From an optimization exercise on the open Yosys and OpenROAD flow, aimed at small area; shortcuts taken in it are not production practice.
No functional check of the RTL was part of any run shown here.
Power is estimated from default activity; no workload was simulated.

==> flow/design.v, too long to show whole: its modules and the start of the top module <==
// module current_filter: 1523 lines
// module cf_fa: 6 lines
// module cf_ha: 6 lines
module current_filter (pClk, pRst, pFilterIn, pFilterOut);
  // ...
==> flow/run.sh <==
#!/bin/bash
# synth_recipe.tcl (not shown) runs the flow's synth.tcl, then flattens the netlist and writes it again
# the make line also repeats each setting of config.mk as NAME=value (left out here)
make -C /OpenROAD-flow-scripts/flow DESIGN_CONFIG=/design/flow/config.mk WORK_HOME=/design/flow/orfs CLKGATE_MAP_FILE= SYNTH_SCRIPT=/design/flow/synth_recipe.tcl finish
==> flow/config.mk <==
export PLATFORM = sky130hd
export DESIGN_NAME = current_filter
export DESIGN_NICKNAME = current_filter
export VERILOG_FILES = /design/flow/design.v
export SDC_FILE = /design/flow/constraint.sdc
export NUM_CORES = 4
export LEC_CHECK = 0
export CAP_MARGIN = 20
export CORE_MARGIN = 2
export CORE_UTILIZATION = 40
export CTS_BUF_LIST = sky130_fd_sc_hd__clkbuf_8
export SLEW_MARGIN = 20
export SYNTH_HIERARCHICAL = 1
==> flow/constraint.sdc <==
create_clock -name core_clock -period 7.5 [get_ports {pClk}]
set_input_delay 1.5000 -clock core_clock [delete_from_list [all_inputs] [get_ports {pClk}]]
set_output_delay 1.5000 -clock core_clock [all_outputs]
set_load 0.01 [all_outputs]
==> flow_summary_export.csv, run 1 <==
group,metric,value,unit
cells_and_area,regMostFlops,"s",
pwr,pg_clk,0.00223,W
worst_setup_path,critPathMostFrequentCell,"fa_1",
cells_and_area,syn_to_final_growth,11.2,%
worst_setup_path,crit_path_start,"r2[9]",
global_route,antenna_found_initial,1,
yosys,synth.top_cell.area_share,47.8,%
pwr,total_power,0.0154,W
worst_setup_path,worst_ep_required_time,8.04,ns
placement,place_hpwl,40900,µm
status,outcome,"no timing/DRC/antenna violations",
drt,via_per_inst,4.46,
timing,skew,0.0466,ns
worst_setup_path,cp_top_family,"adder cells",
cells_and_area,seq_share,31.3,%
min_path,min_to,"r13[14]",
worst_setup_path,r2r_slack,0.76,ns
die,start_util,40.4,%
global_route,overflow,0,
cells_and_area,seq_cell_count,460,
yosys,synthAdderAreaFrac,51.0,%
timing,finalCritPeriodShare,89.8,%
global_route,grt_max_degree,233,
clock_tree,numClockSinks,460,
global_route,grt_pass1_vias,15700,
die,die_h,261,µm
==> run 2: changes to the inputs <==
--- a/flow/config.mk
+++ b/flow/config.mk
@@ -9,5 +9,7 @@
 export CORE_MARGIN = 2
 export CORE_UTILIZATION = 40
-export CTS_BUF_LIST = sky130_fd_sc_hd__clkbuf_8
+export CTS_BUF_LIST = sky130_fd_sc_hd__clkbuf_4 sky130_fd_sc_hd__clkbuf_8
+export CTS_CLUSTER_DIAMETER = 50
+export CTS_CLUSTER_SIZE = 20
 export SLEW_MARGIN = 20
 export SYNTH_HIERARCHICAL = 1
==> flow_summary_export.csv, run 2 <==
group,metric,value,unit
status,outcome,"no timing/DRC/antenna violations",
pwr,p_per_area,518,nW/µm²
yosys,synth_edf_count,0,
clock_tree,numClockSinks,460,
die,core-area,65600,µm²
cells_and_area,nNetsFinal,2690,
yosys,synth.area.top_cells,"fa_1, dfxtp_1, nor2b_1",
clock_tree,cts.repair.resized,0,
placement,place_hpwl,40900,µm
yosys,synthCells,1903,
worst_setup_path,crit_path_start_kind,"register",
run,drv_cap,0,
clock_tree,cts_tree,"yes",
yosys,synth.avg_cell_area,13.9,µm²
yosys,synth.top_cell.area_share,47.8,%
cells_and_area,largest_reg_flops,32,
die,rows,94,
worst_setup_path,path_cells,"fa_1 > fa_1 > inv_1 > fa_1 > fa_1 > fa_1 > fa_1 > inv_1 > fa_1 > inv_1 > fa_1 > fa_1 > fa_1 > fa_1 > fa_1 > and2_1",
global_route,grt_pass1_wl,85300,µm
clock_tree,clkSlewWorstSetupHoldPaths,0.12,ns
yosys,synth_ff_type,"dfxtp_1",
yosys,synth.most_common_cell,"fa_1",
drt,drc,0,
global_route,antenna_found_initial,1,
die,io_pins,34,
worst_setup_path,cp_data_arrival_time,7.31,ns
cells_and_area,top_regs,"s: 32 flops, vm: 27 flops, wm: 26 flops",
drt,via_per_inst,4.47,
global_route,overflow,0,
worst_setup_path,crit_slowest_cell,"dfxtp_1",
worst_setup_path,crit_buf_inv,3,
clock_tree,cts-root-buf,"clkbuf_8",
pwr,vdd_drop_max,624,µV
yosys,synth_seq_area_share,34.8,%
timing,period_minus_slack,6.74,ns
worst_setup_path,worst_ep_required_time,8.07,ns
timing,setup-violations-final,0,
timing,fmax,148,MHz
clock_tree,h-tree-depth,2,
yosys,ys_ff_latch,460,
worst_setup_path,slowest_delay,0.84,ns
cells_and_area,layout_commonest_cell,"fa_1",
worst_setup_path,cp_top_family,"adder cells",
timing,hold-worst-slack,0.355,ns
die,die_h,261,µm
drt,finalWirelength,51300,µm
global_route,grt_pass1_vias,15300,
pwr,static-leakage-power,11.7,nW
clock_tree,clk_latency,0.69,ns
worst_setup_path,worstSetupEndpointType,"register",
timing,hold_viol_final,0,
yosys,ys_async_sr_fraction,0,%
die,die_area,68300,µm²
timing,slew_viol_final,0,
placement,io_buffer_count,33,
min_path,min_path_type,"register to register",
worst_setup_path,worst-path-max-fanout,8,
yosys,yosysWarningCount,7,
timing,worstMarginPinSlew,1.03,ns
timing,max-slew-margin-rel,31.6,%
clock_tree,cts_buffer_depth,3,
die,die_w,261,µm
global_route,grt_max_degree,233,
drt,antenna_left,0,
cells_and_area,syn_to_final_growth,9.64,%
timing,rsz0062_at_grt,"no",
yosys,yosysUniqueCellTypes,31,
timing,tns,0,ns
cells_and_area,regMostFlops,"s",
yosys,synthTopCellsByCount,"fa_1, dfxtp_1, inv_1, nand2_1, nor2b_1",
drt,via_count,12800,
cells_and_area,layout_common_cells,"fa_1, dfxtp_1, inv_1, nand2_1, nor2b_1",
timing,finalCritPeriodShare,89.8,%
yosys,yosys.area.top_type,"fa_1",
drt,wl_per_cell,17.8,µm
die,start_util,40.4,%
worst_setup_path,critPathMostFrequentCell,"fa_1",
cells_and_area,drive_gt1_share,5.23,%
worst_setup_path,worstSetupPathType,"register to register",
drt,firstDrtPassIters,5,
global_route,gr-usage-all-layers,16.5,%
drt,drt_iter0_drc,470,
placement,globalplace.congestion,0.832,
clock_tree,cts_setup_buffers,0,
clock_tree,cts_buffers,46,
yosys,synthesis.area,26500,µm²
clock_tree,postCtsHoldBufs,0,
timing,skew,0.0592,ns
run 2: cell families after synthesis:
logic type | synth area share (%)
XOR/XNOR | 0.430
buffers and inverters | 3.37
adder cells (fa/ha/maj) | 51.0
AO/OA/AOI/OAI | 0.260
flip-flops | 34.8
other | 0.0142
AND/OR/NAND/NOR | 10.1
run 2: worst paths after layout:
kind              startpoint  endpoint  slack [ns]  cells after the start
setup reg to reg       r2[9]    wm[14]        0.76                     16
hold reg to reg      r12[14]   r13[14]        0.35                      1
hold / removal       r12[14]   r13[14]        0.35                      1
setup / recovery       r2[9]    wm[14]        0.76                     16
run 2: area by class of cell:
class | count | area (µm²)
well taps | 864 | 1080
clock inverters | 30 | 418
clock buffers | 54 | 712
inverters | 183 | 687
multi-input cells | 1233 | 16500
fillers | 6008 | 36600
diodes | 2 | 5.00
flip-flops and latches | 460 | 9210
repair buffers | 47 | 453
run 2: modules after synthesis (local to each module, per instance):
module	copies in the design	flip-flops and latches	cells inside	area (µm²)
cf_fa	632	0	1	20.0
cf_ha	67	0	1	12.5
current_filter	1	460	1204	13000
run 2: power breakdown:
part           total [W]  switching, W  internal (W)  leakage, nW
clock            0.00188       0.00108      0.000798        0.573
combinational     0.0101       0.00490       0.00517         7.37
sequential       0.00308      0.000250       0.00283         3.74
run 2: metrics by stage:
step / total power, W / cell area [µm²] / worst slack (ns) / util (%) / cells
4_1_cts: 0.0155 / 29000 / 0.689 / 44.2 / 2871
3_3_place_gp: 0.0132 / 27900 / 0.800 / 42.5 / 2787
6_report: 0.0150 / 29000 / 0.763 / 44.2 / 2873
5_1_grt: 0.0173 / 29000 / 0.452 / 44.2 / 2873
3_5_place_dp: 0.0134 / 27900 / 0.717 / 42.5 / 2787
2_1_floorplan: 0.0107 / 26600 / 1.22 / - / 1927
run 2: per-layer routing:
layer / wire length [µm] / global-route usage, %
met1: 21800 / 21.7
met3: 1930 / 2.81
met2: 26300 / 28.3
met4: 1230 / 4.47
met5: 0 / 0

-- port drivers added, routing unchanged --
The results above use ideal ports. As a check the final layouts listed here were re-extracted and re-timed, cells and wires unchanged. Step 1 assumes that a clkbuf_16 drives the clock port and a buf_2 every other input. Step 2 also shifts input and output timing later by t, the mid clock arrival at the registers, as if the neighbouring blocks saw the same clock. Slacks: ideal / step 1 / step 2; pairs: ideal / step 1.
| run | t (ns) | slack for setup (ns) | pins driven straight from the clock port |
|---|---|---|---|
| run 1 | 0.703 | 0.762 / 0.762 / 0.762 | 1 |
| run 2 | 0.715 | 0.763 / 0.763 / 0.763 | 1 |
After both steps setup and hold are still met in every run listed.
